From an optimization exercise on the open Yosys and OpenROAD flow, aimed at small area, a short achievable clock period and few clock cycles per item; shortcuts taken in it are not production practice.
No functional check of the RTL was part of this run.
Power figures rest on the tool's default switching activity, not on a simulated workload.

**flow/design.v**
```verilog
module brick_sort
   (
    clk,
    rst,
    src_tvalid,
    src_tready,
    src_tdata_raw,
    dest_tvalid,
    dest_tready,
    dest_tdata_raw
    );
   parameter NUM_ELEMS = 16;
   parameter DATA_WIDTH = 8;
   input   clk;
   input   rst;
   input   src_tvalid;
   output  src_tready;
   input [DATA_WIDTH*NUM_ELEMS-1:0] src_tdata_raw;
   output                 dest_tvalid;
   input                  dest_tready;
   output [DATA_WIDTH*NUM_ELEMS-1:0] dest_tdata_raw;
   function gt8;
      input [7:0] a;
      input [7:0] b;
      reg [7:0] g, p;
      reg g10, p10, g32, p32, g54, p54, g76, p76, g30, p30, g74, p74;
      begin
         g = a & ~b;           
         p = a | ~b;           
         g10 = g[1] | (p[1] & g[0]); p10 = g[1] | (p[1] & p[0]);
         g32 = g[3] | (p[3] & g[2]); p32 = g[3] | (p[3] & p[2]);
         g54 = g[5] | (p[5] & g[4]); p54 = g[5] | (p[5] & p[4]);
         g76 = g[7] | (p[7] & g[6]); p76 = g[7] | (p[7] & p[6]);
         g30 = g32 | (p32 & g10);
         g74 = g76 | (p76 & g54); p74 = g76 | (p76 & p54);
         gt8 = g74 | (p74 & g30);
      end
   endfunction
   reg [127:0] r1, r2, r3, r4, r5, r6, r7, r8;
   reg [127:0] ro;
   wire [127:0] s0_0;
   wire s0_0_c0 = gt8(src_tdata_raw[7:0], src_tdata_raw[111:104]);
   assign s0_0[7:0] = s0_0_c0 ? src_tdata_raw[111:104] : src_tdata_raw[7:0];
   assign s0_0[111:104] = s0_0_c0 ? src_tdata_raw[7:0] : src_tdata_raw[111:104];
   wire s0_0_c1 = gt8(src_tdata_raw[15:8], src_tdata_raw[103:96]);
   assign s0_0[15:8] = s0_0_c1 ? src_tdata_raw[103:96] : src_tdata_raw[15:8];
   assign s0_0[103:96] = s0_0_c1 ? src_tdata_raw[15:8] : src_tdata_raw[103:96];
   wire s0_0_c2 = gt8(src_tdata_raw[23:16], src_tdata_raw[127:120]);
   assign s0_0[23:16] = s0_0_c2 ? src_tdata_raw[127:120] : src_tdata_raw[23:16];
   assign s0_0[127:120] = s0_0_c2 ? src_tdata_raw[23:16] : src_tdata_raw[127:120];
   wire s0_0_c3 = gt8(src_tdata_raw[31:24], src_tdata_raw[119:112]);
   assign s0_0[31:24] = s0_0_c3 ? src_tdata_raw[119:112] : src_tdata_raw[31:24];
   assign s0_0[119:112] = s0_0_c3 ? src_tdata_raw[31:24] : src_tdata_raw[119:112];
   wire s0_0_c4 = gt8(src_tdata_raw[39:32], src_tdata_raw[71:64]);
   assign s0_0[39:32] = s0_0_c4 ? src_tdata_raw[71:64] : src_tdata_raw[39:32];
   assign s0_0[71:64] = s0_0_c4 ? src_tdata_raw[39:32] : src_tdata_raw[71:64];
   wire s0_0_c5 = gt8(src_tdata_raw[47:40], src_tdata_raw[55:48]);
   assign s0_0[47:40] = s0_0_c5 ? src_tdata_raw[55:48] : src_tdata_raw[47:40];
   assign s0_0[55:48] = s0_0_c5 ? src_tdata_raw[47:40] : src_tdata_raw[55:48];
   wire s0_0_c7 = gt8(src_tdata_raw[63:56], src_tdata_raw[95:88]);
   assign s0_0[63:56] = s0_0_c7 ? src_tdata_raw[95:88] : src_tdata_raw[63:56];
   assign s0_0[95:88] = s0_0_c7 ? src_tdata_raw[63:56] : src_tdata_raw[95:88];
   wire s0_0_c9 = gt8(src_tdata_raw[79:72], src_tdata_raw[87:80]);
   assign s0_0[79:72] = s0_0_c9 ? src_tdata_raw[87:80] : src_tdata_raw[79:72];
   assign s0_0[87:80] = s0_0_c9 ? src_tdata_raw[79:72] : src_tdata_raw[87:80];
   wire [127:0] s1_0;
   wire s1_0_c0 = gt8(r1[7:0], r1[47:40]);
   assign s1_0[7:0] = s1_0_c0 ? r1[47:40] : r1[7:0];
   assign s1_0[47:40] = s1_0_c0 ? r1[7:0] : r1[47:40];
   wire s1_0_c1 = gt8(r1[15:8], r1[63:56]);
   assign s1_0[15:8] = s1_0_c1 ? r1[63:56] : r1[15:8];
   assign s1_0[63:56] = s1_0_c1 ? r1[15:8] : r1[63:56];
   wire s1_0_c2 = gt8(r1[23:16], r1[79:72]);
   assign s1_0[23:16] = s1_0_c2 ? r1[79:72] : r1[23:16];
   assign s1_0[79:72] = s1_0_c2 ? r1[23:16] : r1[79:72];
   wire s1_0_c3 = gt8(r1[31:24], r1[39:32]);
   assign s1_0[31:24] = s1_0_c3 ? r1[39:32] : r1[31:24];
   assign s1_0[39:32] = s1_0_c3 ? r1[31:24] : r1[39:32];
   wire s1_0_c6 = gt8(r1[55:48], r1[111:104]);
   assign s1_0[55:48] = s1_0_c6 ? r1[111:104] : r1[55:48];
   assign s1_0[111:104] = s1_0_c6 ? r1[55:48] : r1[111:104];
   wire s1_0_c8 = gt8(r1[71:64], r1[119:112]);
   assign s1_0[71:64] = s1_0_c8 ? r1[119:112] : r1[71:64];
   assign s1_0[119:112] = s1_0_c8 ? r1[71:64] : r1[119:112];
   wire s1_0_c10 = gt8(r1[87:80], r1[127:120]);
   assign s1_0[87:80] = s1_0_c10 ? r1[127:120] : r1[87:80];
   assign s1_0[127:120] = s1_0_c10 ? r1[87:80] : r1[127:120];
   wire s1_0_c11 = gt8(r1[95:88], r1[103:96]);
   assign s1_0[95:88] = s1_0_c11 ? r1[103:96] : r1[95:88];
   assign s1_0[103:96] = s1_0_c11 ? r1[95:88] : r1[103:96];
   wire [127:0] s2_0;
   wire s2_0_c0 = gt8(r2[7:0], r2[15:8]);
   assign s2_0[7:0] = s2_0_c0 ? r2[15:8] : r2[7:0];
   assign s2_0[15:8] = s2_0_c0 ? r2[7:0] : r2[15:8];
   wire s2_0_c2 = gt8(r2[23:16], r2[31:24]);
   assign s2_0[23:16] = s2_0_c2 ? r2[31:24] : r2[23:16];
   assign s2_0[31:24] = s2_0_c2 ? r2[23:16] : r2[31:24];
   wire s2_0_c4 = gt8(r2[39:32], r2[47:40]);
   assign s2_0[39:32] = s2_0_c4 ? r2[47:40] : r2[39:32];
   assign s2_0[47:40] = s2_0_c4 ? r2[39:32] : r2[47:40];
   wire s2_0_c6 = gt8(r2[55:48], r2[71:64]);
   assign s2_0[55:48] = s2_0_c6 ? r2[71:64] : r2[55:48];
   assign s2_0[71:64] = s2_0_c6 ? r2[55:48] : r2[71:64];
   wire s2_0_c7 = gt8(r2[63:56], r2[79:72]);
   assign s2_0[63:56] = s2_0_c7 ? r2[79:72] : r2[63:56];
   assign s2_0[79:72] = s2_0_c7 ? r2[63:56] : r2[79:72];
   wire s2_0_c10 = gt8(r2[87:80], r2[95:88]);
   assign s2_0[87:80] = s2_0_c10 ? r2[95:88] : r2[87:80];
   assign s2_0[95:88] = s2_0_c10 ? r2[87:80] : r2[95:88];
   wire s2_0_c12 = gt8(r2[103:96], r2[111:104]);
   assign s2_0[103:96] = s2_0_c12 ? r2[111:104] : r2[103:96];
   assign s2_0[111:104] = s2_0_c12 ? r2[103:96] : r2[111:104];
   wire s2_0_c14 = gt8(r2[119:112], r2[127:120]);
   assign s2_0[119:112] = s2_0_c14 ? r2[127:120] : r2[119:112];
   assign s2_0[127:120] = s2_0_c14 ? r2[119:112] : r2[127:120];
   wire [127:0] s3_0;
   wire s3_0_c0 = gt8(r3[7:0], r3[23:16]);
   assign s3_0[7:0] = s3_0_c0 ? r3[23:16] : r3[7:0];
   assign s3_0[23:16] = s3_0_c0 ? r3[7:0] : r3[23:16];
   wire s3_0_c1 = gt8(r3[15:8], r3[31:24]);
   assign s3_0[15:8] = s3_0_c1 ? r3[31:24] : r3[15:8];
   assign s3_0[31:24] = s3_0_c1 ? r3[15:8] : r3[31:24];
   wire s3_0_c4 = gt8(r3[39:32], r3[87:80]);
   assign s3_0[39:32] = s3_0_c4 ? r3[87:80] : r3[39:32];
   assign s3_0[87:80] = s3_0_c4 ? r3[39:32] : r3[87:80];
   wire s3_0_c5 = gt8(r3[47:40], r3[95:88]);
   assign s3_0[47:40] = s3_0_c5 ? r3[95:88] : r3[47:40];
   assign s3_0[95:88] = s3_0_c5 ? r3[47:40] : r3[95:88];
   wire s3_0_c6 = gt8(r3[55:48], r3[63:56]);
   assign s3_0[55:48] = s3_0_c6 ? r3[63:56] : r3[55:48];
   assign s3_0[63:56] = s3_0_c6 ? r3[55:48] : r3[63:56];
   wire s3_0_c8 = gt8(r3[71:64], r3[79:72]);
   assign s3_0[71:64] = s3_0_c8 ? r3[79:72] : r3[71:64];
   assign s3_0[79:72] = s3_0_c8 ? r3[71:64] : r3[79:72];
   wire s3_0_c12 = gt8(r3[103:96], r3[119:112]);
   assign s3_0[103:96] = s3_0_c12 ? r3[119:112] : r3[103:96];
   assign s3_0[119:112] = s3_0_c12 ? r3[103:96] : r3[119:112];
   wire s3_0_c13 = gt8(r3[111:104], r3[127:120]);
   assign s3_0[111:104] = s3_0_c13 ? r3[127:120] : r3[111:104];
   assign s3_0[127:120] = s3_0_c13 ? r3[111:104] : r3[127:120];
   wire [127:0] s4_0;
   wire s4_0_c1 = gt8(r4[15:8], r4[23:16]);
   assign s4_0[15:8] = s4_0_c1 ? r4[23:16] : r4[15:8];
   assign s4_0[23:16] = s4_0_c1 ? r4[15:8] : r4[23:16];
   wire s4_0_c3 = gt8(r4[31:24], r4[103:96]);
   assign s4_0[31:24] = s4_0_c3 ? r4[103:96] : r4[31:24];
   assign s4_0[103:96] = s4_0_c3 ? r4[31:24] : r4[103:96];
   wire s4_0_c4 = gt8(r4[39:32], r4[55:48]);
   assign s4_0[39:32] = s4_0_c4 ? r4[55:48] : r4[39:32];
   assign s4_0[55:48] = s4_0_c4 ? r4[39:32] : r4[55:48];
   wire s4_0_c5 = gt8(r4[47:40], r4[63:56]);
   assign s4_0[47:40] = s4_0_c5 ? r4[63:56] : r4[47:40];
   assign s4_0[63:56] = s4_0_c5 ? r4[47:40] : r4[63:56];
   wire s4_0_c8 = gt8(r4[71:64], r4[87:80]);
   assign s4_0[71:64] = s4_0_c8 ? r4[87:80] : r4[71:64];
   assign s4_0[87:80] = s4_0_c8 ? r4[71:64] : r4[87:80];
   wire s4_0_c9 = gt8(r4[79:72], r4[95:88]);
   assign s4_0[79:72] = s4_0_c9 ? r4[95:88] : r4[79:72];
   assign s4_0[95:88] = s4_0_c9 ? r4[79:72] : r4[95:88];
   wire s4_0_c13 = gt8(r4[111:104], r4[119:112]);
   assign s4_0[111:104] = s4_0_c13 ? r4[119:112] : r4[111:104];
   assign s4_0[119:112] = s4_0_c13 ? r4[111:104] : r4[119:112];
   assign s4_0[7:0] = r4[7:0];
   assign s4_0[127:120] = r4[127:120];
   wire [127:0] s5_0;
   wire s5_0_c1 = gt8(r5[15:8], r5[39:32]);
   assign s5_0[15:8] = s5_0_c1 ? r5[39:32] : r5[15:8];
   assign s5_0[39:32] = s5_0_c1 ? r5[15:8] : r5[39:32];
   wire s5_0_c2 = gt8(r5[23:16], r5[55:48]);
   assign s5_0[23:16] = s5_0_c2 ? r5[55:48] : r5[23:16];
   assign s5_0[55:48] = s5_0_c2 ? r5[23:16] : r5[55:48];
   wire s5_0_c5 = gt8(r5[47:40], r5[71:64]);
   assign s5_0[47:40] = s5_0_c5 ? r5[71:64] : r5[47:40];
   assign s5_0[71:64] = s5_0_c5 ? r5[47:40] : r5[71:64];
   wire s5_0_c7 = gt8(r5[63:56], r5[87:80]);
   assign s5_0[63:56] = s5_0_c7 ? r5[87:80] : r5[63:56];
   assign s5_0[87:80] = s5_0_c7 ? r5[63:56] : r5[87:80];
   wire s5_0_c9 = gt8(r5[79:72], r5[111:104]);
   assign s5_0[79:72] = s5_0_c9 ? r5[111:104] : r5[79:72];
   assign s5_0[111:104] = s5_0_c9 ? r5[79:72] : r5[111:104];
   wire s5_0_c11 = gt8(r5[95:88], r5[119:112]);
   assign s5_0[95:88] = s5_0_c11 ? r5[119:112] : r5[95:88];
   assign s5_0[119:112] = s5_0_c11 ? r5[95:88] : r5[119:112];
   assign s5_0[7:0] = r5[7:0];
   assign s5_0[31:24] = r5[31:24];
   assign s5_0[103:96] = r5[103:96];
   assign s5_0[127:120] = r5[127:120];
   wire [127:0] s6_0;
   wire s6_0_c2 = gt8(r6[23:16], r6[39:32]);
   assign s6_0[23:16] = s6_0_c2 ? r6[39:32] : r6[23:16];
   assign s6_0[39:32] = s6_0_c2 ? r6[23:16] : r6[39:32];
   wire s6_0_c3 = gt8(r6[31:24], r6[55:48]);
   assign s6_0[31:24] = s6_0_c3 ? r6[55:48] : r6[31:24];
   assign s6_0[55:48] = s6_0_c3 ? r6[31:24] : r6[55:48];
   wire s6_0_c9 = gt8(r6[79:72], r6[103:96]);
   assign s6_0[79:72] = s6_0_c9 ? r6[103:96] : r6[79:72];
   assign s6_0[103:96] = s6_0_c9 ? r6[79:72] : r6[103:96];
   wire s6_0_c11 = gt8(r6[95:88], r6[111:104]);
   assign s6_0[95:88] = s6_0_c11 ? r6[111:104] : r6[95:88];
   assign s6_0[111:104] = s6_0_c11 ? r6[95:88] : r6[111:104];
   assign s6_0[7:0] = r6[7:0];
   assign s6_0[15:8] = r6[15:8];
   assign s6_0[47:40] = r6[47:40];
   assign s6_0[63:56] = r6[63:56];
   assign s6_0[71:64] = r6[71:64];
   assign s6_0[87:80] = r6[87:80];
   assign s6_0[119:112] = r6[119:112];
   assign s6_0[127:120] = r6[127:120];
   wire [127:0] s7_0;
   wire s7_0_c3 = gt8(r7[31:24], r7[47:40]);
   assign s7_0[31:24] = s7_0_c3 ? r7[47:40] : r7[31:24];
   assign s7_0[47:40] = s7_0_c3 ? r7[31:24] : r7[47:40];
   wire s7_0_c6 = gt8(r7[55:48], r7[71:64]);
   assign s7_0[55:48] = s7_0_c6 ? r7[71:64] : r7[55:48];
   assign s7_0[71:64] = s7_0_c6 ? r7[55:48] : r7[71:64];
   wire s7_0_c7 = gt8(r7[63:56], r7[79:72]);
   assign s7_0[63:56] = s7_0_c7 ? r7[79:72] : r7[63:56];
   assign s7_0[79:72] = s7_0_c7 ? r7[63:56] : r7[79:72];
   wire s7_0_c10 = gt8(r7[87:80], r7[103:96]);
   assign s7_0[87:80] = s7_0_c10 ? r7[103:96] : r7[87:80];
   assign s7_0[103:96] = s7_0_c10 ? r7[87:80] : r7[103:96];
   assign s7_0[7:0] = r7[7:0];
   assign s7_0[15:8] = r7[15:8];
   assign s7_0[23:16] = r7[23:16];
   assign s7_0[39:32] = r7[39:32];
   assign s7_0[95:88] = r7[95:88];
   assign s7_0[111:104] = r7[111:104];
   assign s7_0[119:112] = r7[119:112];
   assign s7_0[127:120] = r7[127:120];
   wire [127:0] s8_0;
   wire s8_0_c3 = gt8(r8[31:24], r8[39:32]);
   assign s8_0[31:24] = s8_0_c3 ? r8[39:32] : r8[31:24];
   assign s8_0[39:32] = s8_0_c3 ? r8[31:24] : r8[39:32];
   wire s8_0_c5 = gt8(r8[47:40], r8[55:48]);
   assign s8_0[47:40] = s8_0_c5 ? r8[55:48] : r8[47:40];
   assign s8_0[55:48] = s8_0_c5 ? r8[47:40] : r8[55:48];
   wire s8_0_c7 = gt8(r8[63:56], r8[71:64]);
   assign s8_0[63:56] = s8_0_c7 ? r8[71:64] : r8[63:56];
   assign s8_0[71:64] = s8_0_c7 ? r8[63:56] : r8[71:64];
   wire s8_0_c9 = gt8(r8[79:72], r8[87:80]);
   assign s8_0[79:72] = s8_0_c9 ? r8[87:80] : r8[79:72];
   assign s8_0[87:80] = s8_0_c9 ? r8[79:72] : r8[87:80];
   wire s8_0_c11 = gt8(r8[95:88], r8[103:96]);
   assign s8_0[95:88] = s8_0_c11 ? r8[103:96] : r8[95:88];
   assign s8_0[103:96] = s8_0_c11 ? r8[95:88] : r8[103:96];
   assign s8_0[7:0] = r8[7:0];
   assign s8_0[15:8] = r8[15:8];
   assign s8_0[23:16] = r8[23:16];
   assign s8_0[111:104] = r8[111:104];
   assign s8_0[119:112] = r8[119:112];
   assign s8_0[127:120] = r8[127:120];
   wire [127:0] s8_1;
   wire s8_1_c6 = gt8(s8_0[55:48], s8_0[63:56]);
   assign s8_1[55:48] = s8_1_c6 ? s8_0[63:56] : s8_0[55:48];
   assign s8_1[63:56] = s8_1_c6 ? s8_0[55:48] : s8_0[63:56];
   wire s8_1_c8 = gt8(s8_0[71:64], s8_0[79:72]);
   assign s8_1[71:64] = s8_1_c8 ? s8_0[79:72] : s8_0[71:64];
   assign s8_1[79:72] = s8_1_c8 ? s8_0[71:64] : s8_0[79:72];
   assign s8_1[7:0] = s8_0[7:0];
   assign s8_1[15:8] = s8_0[15:8];
   assign s8_1[23:16] = s8_0[23:16];
   assign s8_1[31:24] = s8_0[31:24];
   assign s8_1[39:32] = s8_0[39:32];
   assign s8_1[47:40] = s8_0[47:40];
   assign s8_1[87:80] = s8_0[87:80];
   assign s8_1[95:88] = s8_0[95:88];
   assign s8_1[103:96] = s8_0[103:96];
   assign s8_1[111:104] = s8_0[111:104];
   assign s8_1[119:112] = s8_0[119:112];
   assign s8_1[127:120] = s8_0[127:120];
   wire [127:0] sorted = s8_1;
   reg v1, v2, v3, v4, v5, v6, v7, v8;
   reg t1, t2, t3, t4, t5, t6, t7, t8;
   reg rot;         
   reg ro_valid;
   wire front_v = v8;
   wire front_t = t8;
   wire ro_free = !ro_valid || dest_tready;
   wire exit_ok = front_v && (!rot || front_t) && ro_free;
   wire wrap = front_v && !exit_ok;
   wire rot_n = rot ? !exit_ok : wrap;
   wire ro_valid_n = ro_free ? exit_ok : ro_valid;
   reg rdy_free, rdy_tr;
   assign src_tready = !rst && (rdy_free || (rdy_tr && dest_tready));
   assign dest_tvalid = !rst && ro_valid;
   assign dest_tdata_raw = ro;
   wire take = src_tvalid && src_tready;
   always @(posedge clk) begin
      r1 <= wrap ? r8 : s0_0;
      r2 <= s1_0;
      r3 <= s2_0;
      r4 <= s3_0;
      r5 <= s4_0;
      r6 <= s5_0;
      r7 <= s6_0;
      r8 <= s7_0;
      if (ro_free) ro <= sorted;
      t1 <= wrap && (!rot || front_t);
      t2 <= t1;
      t3 <= t2;
      t4 <= t3;
      t5 <= t4;
      t6 <= t5;
      t7 <= t6;
      t8 <= t7;
      if (rst) begin
         v1 <= 1'b0;
         v2 <= 1'b0;
         v3 <= 1'b0;
         v4 <= 1'b0;
         v5 <= 1'b0;
         v6 <= 1'b0;
         v7 <= 1'b0;
         v8 <= 1'b0;
         rot <= 1'b0;
         ro_valid <= 1'b0;
         rdy_free <= 1'b1;
         rdy_tr <= 1'b1;
      end else begin
         v1 <= wrap || take;
         v2 <= v1;
         v3 <= v2;
         v4 <= v3;
         v5 <= v4;
         v6 <= v5;
         v7 <= v6;
         v8 <= v7;
         rot <= rot_n;
         ro_valid <= ro_valid_n;
         rdy_free <= !rot_n && !(v7 && ro_valid_n);
         rdy_tr <= !rot_n;
      end
   end
endmodule
```
**flow/run.sh**
```bash
#!/bin/bash
# synth_recipe.tcl (not shown) runs the flow's synth.tcl, then flattens the netlist and writes it again
# the make line also repeats each setting of config.mk as NAME=value (left out here)
make -C /OpenROAD-flow-scripts/flow DESIGN_CONFIG=/design/flow/config.mk WORK_HOME=/design/flow/orfs CLKGATE_MAP_FILE= SYNTH_SCRIPT=/design/flow/synth_recipe.tcl finish
```
**flow/config.mk**
```make
export PLATFORM = sky130hd
export DESIGN_NAME = brick_sort
export DESIGN_NICKNAME = brick_sort
export VERILOG_FILES = /design/flow/design.v
export SDC_FILE = /design/flow/constraint.sdc
export NUM_CORES = 4
export LEC_CHECK = 0
export CAP_MARGIN = 20
export CORE_MARGIN = 2
export CORE_UTILIZATION = 40
export SETUP_SLACK_MARGIN = 3.3
export SLEW_MARGIN = 20
```
**flow/constraint.sdc**
```tcl
create_clock -name core_clock -period 6.0 [get_ports {clk}]
set_input_delay 1.2000 -clock core_clock [delete_from_list [all_inputs] [get_ports {clk}]]
set_output_delay 1.2000 -clock core_clock [all_outputs]
set_load 0.01 [all_outputs]
```
==> impl_metrics.yaml <==
global_routing:
  grt.total_usage_pct: 22.4
  antenna_found_initial: 12
  first_global_vias: 28647
  grt_pass1_wl_mm: 191
  grt_overflow_total: 0
  grt_max_degree: 60
cts:
  numCtsBuffers: 119
  clockRootBuffer: "clkbuf_16"
  cts.htree.levels: 3
  clock_sinks: 1172
  clk_pin_slew_ns: 0.06
  cts_tree: "built"
  clock_path_buffers: 3
  clk_latency_ns: 0.71
synth:
  synthXorXnorAreaFrac_pct: 0
  synthArstFlopShare_pct: 0
  synth-seq-cells: 1172
  synth_flop_cell: "dfxtp_1"
  ys_seq_area_share_pct: 54.4
  yosys_warnings: 1
  yosys.area_share.simple_pct: 6.94
  synth-edff-count: 128
  synthMuxAreaShare_pct: 20.4
  synth_top_family_by_area: "multiplexers"
  syn_nets: 3931
  synth-compound-area-share_pct: 5.60
  synthCells: 3799
  synth_area_leader_cell: "dfxtp_1"
  synth_area_leaders: "dfxtp_1 46%, mux2_4 15%, edfxtp_1 8.4%, maj3_2 7.2%, inv_1 2.9%"
  yosys.area.top_type_share_pct: 45.9
  syn_area_per_cell_um2: 12.0
  synth_cell_types: 51
  yosys.area_share.adder_pct: 8.10
  synth_area_um2: 45500
pwr:
  ir_drop_uv: 307
  power.density_nw_per_um2: 610
  cellLeakagePower_nw: 24.8
timing:
  tns_ns: 0
  max_freq_ghz: 0.297
  period_share_pct: 56.2
  tightest_slew_ns: 0.877
  final-max-slew-violation-count: 0
  finClkSkew_ns: 0.0307
  rsz0062_at_grt: "true"
  setup_violations: 0
  finalHoldViolCount: 0
  worst_slack_ns: 2.63
  worst_slew_margin_rel_pct: 41.5
  min_period_ns: 3.37
die:
  io_pins: 262
  die_w_um: 341
  die_area_um2: 117000
  start_util_pct: 40.4
  die_h_um: 341
  core_area_um2: 113000
  fp-row-count: 123
setup_path:
  crit_family: "adder cells"
  crit_top_cell: "maj3_2"
  r2r_cells: 12
  cp_cell_sequence: "buf_6 -> nand2b_4 -> maj3_2 -> maj3_2 -> maj3_2 -> maj3_2 -> maj3_2 -> maj3_2 -> buf_6 -> maj3_2 -> nand3_2 -> nand3_2"
  path_buf_inv: 2
  critPathLaunchType: "primary input"
  crit_path_max_incr_delay_ns: 0.38
  worstPathRequired_ns: 6.60
  cp_max_fo: 5
  cp_slowest_cell: "maj3_2"
  arrival_ns: 3.97
  path_class: "in2reg"
  cp-end-kind: "register"
  cp.depth: 12
drt:
  vias: 28911
  drcViolationCount: 0
  drtIter0Drc: 1789
  antenna_left: 0
  wirelength_mm: 133
  wl_per_cell_um: 22.6
  maxUsedRoutingLayer: "met5"
  met2_length_mm: 62.3
  viasPerCell: 4.90
  met1_length_mm: 59.9
  drt_first_pass_iters: 7
  wl_met3_mm: 5.99
placed_design:
  post-place-ws_ns: 1.32
  place_area_um2: 50200
  io_buffers: 261
  dp_hpwl_mm: 99.6
  gp_congestion: 0.911
min_path:
  whs_path_depth: 0
  hp-class: "reg2reg"
final_layout:
  num-nets-final: 4414
  syn_to_final_growth_pct: 25.1
  fill_cells: 9866
  ff_latch_area_um2: 24900
  multi_input_area_um2: 21000
  final_area_um2: 57000
  drive_gt1_share_pct: 38.3
flow_run:
  maxCapViolations: 0
status:
  status: "no timing/DRC/antenna violations"
worst reg2reg max path: stages, from the launching register on:
cell and delay, ns:
dfxtp_4 0.36, nor2b_4 0.12, maj3_2 0.30, a221o_1 0.35, a221oi_4 0.31, buf_12 0.17, mux2i_4 0.28, nor2b_2 0.07
o21bai_1 0.11, a21bo_2 0.25, a211oi_4 0.33, o21ai_4 0.14, mux2i_1 0.16
report_power, final:
group          total (mW)  internal [mW]  leakage, nW  switching (mW)
Combinational        13.4           7.89         12.7            5.50
Clock                7.64           4.49         2.01            3.15
Sequential           13.7           11.2         10.1            2.55
Total                34.7           23.5         24.8            11.2
Yosys cell counts, types with 3 or more instances:
cell,number
o22ai_1,8
nor2_1,93
a31oi_1,7
a21oi_1,135
o31ai_1,5
mux2i_1,119
a221oi_1,5
o21ai_1,94
buf_6,50
nand3_1,32
edfxtp_1,128
mux2_4,450
mux2_2,114
nor3_1,3
dfxtp_1,1044
or2_2,51
nand2b_1,29
inv_1,353
nand2_1,339
maj3_1,40
nor2b_1,83
a22oi_1,4
nand2_2,3
o21a_1,3
o21ai_0,186
buf_4,4
clkbuf_1,37
a211oi_1,3
maj3_2,292
buf_2,4
mux2_1,6
and2_1,51
state kept, by name (all words and copies together), names as in the netlist, 128 cells and up:
name	flops
r1	128
r2	128
r3	128
r4	128
r5	128
r6	128
r7	128
r8	128
ro	128
final cells by class:
class                           count  area share, %
Tap cell                         1500           3.29
Clock inverter                     55           1.09
Antenna cell                        8         0.0351
Clock buffer                      171           6.13
Sequential cell                  1172           43.8
Multi-Input combinational cell   2233           36.9
Timing Repair Buffer              403           6.47
Inverter                          353           2.33
cells by family (layout without fill, tap and decap cells):
group,Yosys count,in the layout
flip-flops,1172,1172
multiplexers,689,689
AND/OR/NAND/NOR,685,688
AO/OA/AOI/OAI,473,476
buffers and inverters,448,982
adder cells (fa/ha/maj),332,380
other,0,8
metrics by stage:
step | total power, mW | hold slack (ns) | utilization, % | instances
after floorplan | 22.1 | 0.310 | - | 3799
after global placement | 25.2 | 0.310 | 44.6 | 5476
after detailed placement | 25.3 | 0.312 | 44.6 | 5476
after CTS | 34.5 | 0.319 | 50.0 | 5851
after global routing | 36.4 | 0.321 | 50.5 | 5887
final | 34.7 | 0.311 | 50.6 | 5895
path summary, 6_finish.rpt:
| path | startpoint | end | slack [ns] |
|---|---|---|---|
| max | src_tdata_raw[120] | r1[16]$_DFF_P_ | 2.63 |
| min | r4[2]$_DFF_P_ | r5[2]$_DFF_P_ | 0.31 |
| max reg2reg | r8[40]$_DFF_P_ | ro[52]$_DFFE_PN_ | 2.75 |
| min reg2reg | r4[2]$_DFF_P_ | r5[2]$_DFF_P_ | 0.31 |
layout by cell type (no fill, tap or decap), drive strengths merged, types with 2 or more instances in the layout:
cell           netlist  final
mux2               570    570
dlygate4sd2          0    137
and2                51     51
a2bb2oi              2      2
clkinv               0     31
nand2b              29     29
o21bai               2      2
a21boi               2      2
o221ai               3      4
a22oi                4      4
clkinvlp             0      8
o21a                 3      3
dlymetal6s2s         0      8
nor2                93     93
nand3               32     32
a22o                 2      2
buf                 58    159
bufinv               0     10
edfxtp             128    128
o31ai                5      5
a31oi                7      7
mux2i              119    119
a221oi               6      6
maj3               332    380
a221o                2      2
a211oi               3      3
clkbuf              37    187
clkdlybuf4s50        0     77
or2                 51     51
nor3                 3      3
clkdlybuf4s15        0      6
o21ai              280    281
nand2              342    345
inv                353    359
dfxtp             1044   1044
a21oi              137    138
nor2b               83     83
diode                0      8
o22ai                8      8
repair_timing:
action / CTS / global route
pin swaps: 159 / 120
endpoints found under the hold margin: 0 / 0
endpoints found under the setup margin: 928 / 698
setup buffers: 93 / 34
gates resized for setup: 480 / 132
hold buffers: 0 / 0
gates cloned: 56 / 2
metal layers:
metal / track usage (%) / up-vias
met2: 37.2 / 631
li1: - / 13991
met5: 0 / -
met3: 3.46 / 178
met1: 29.4 / 14103
met4: 8.61 / 8

-- re-timing with driven ports --
In the flow no input, the clock included, has a driving cell. The finished layout below was timed again as built, in two steps. Step 1, drivers: a clkbuf_16 drives clk and a buf_2 each remaining input, both assumed. Step 2 moves the port delays by t, midway between the first and last clock arrival at a register: inputs arrive t later, outputs are due t later. That takes back most of the time a late clock gives input paths. Slacks: ideal ports / drivers / drivers and shift; pairs: ideal ports / drivers.
t (ns): 0.775
setup WS [ns]: 2.630 / 2.674 / 1.899
worst setup path after step 2: input to register
worst data-port slew with drivers (ns): 0.14
cell pins on the clock port's net: 1
After both steps this run still meets setup and hold. For this run, drivers alone change the setup slack by +0.044 ns; drivers and shift together by -0.731 ns.
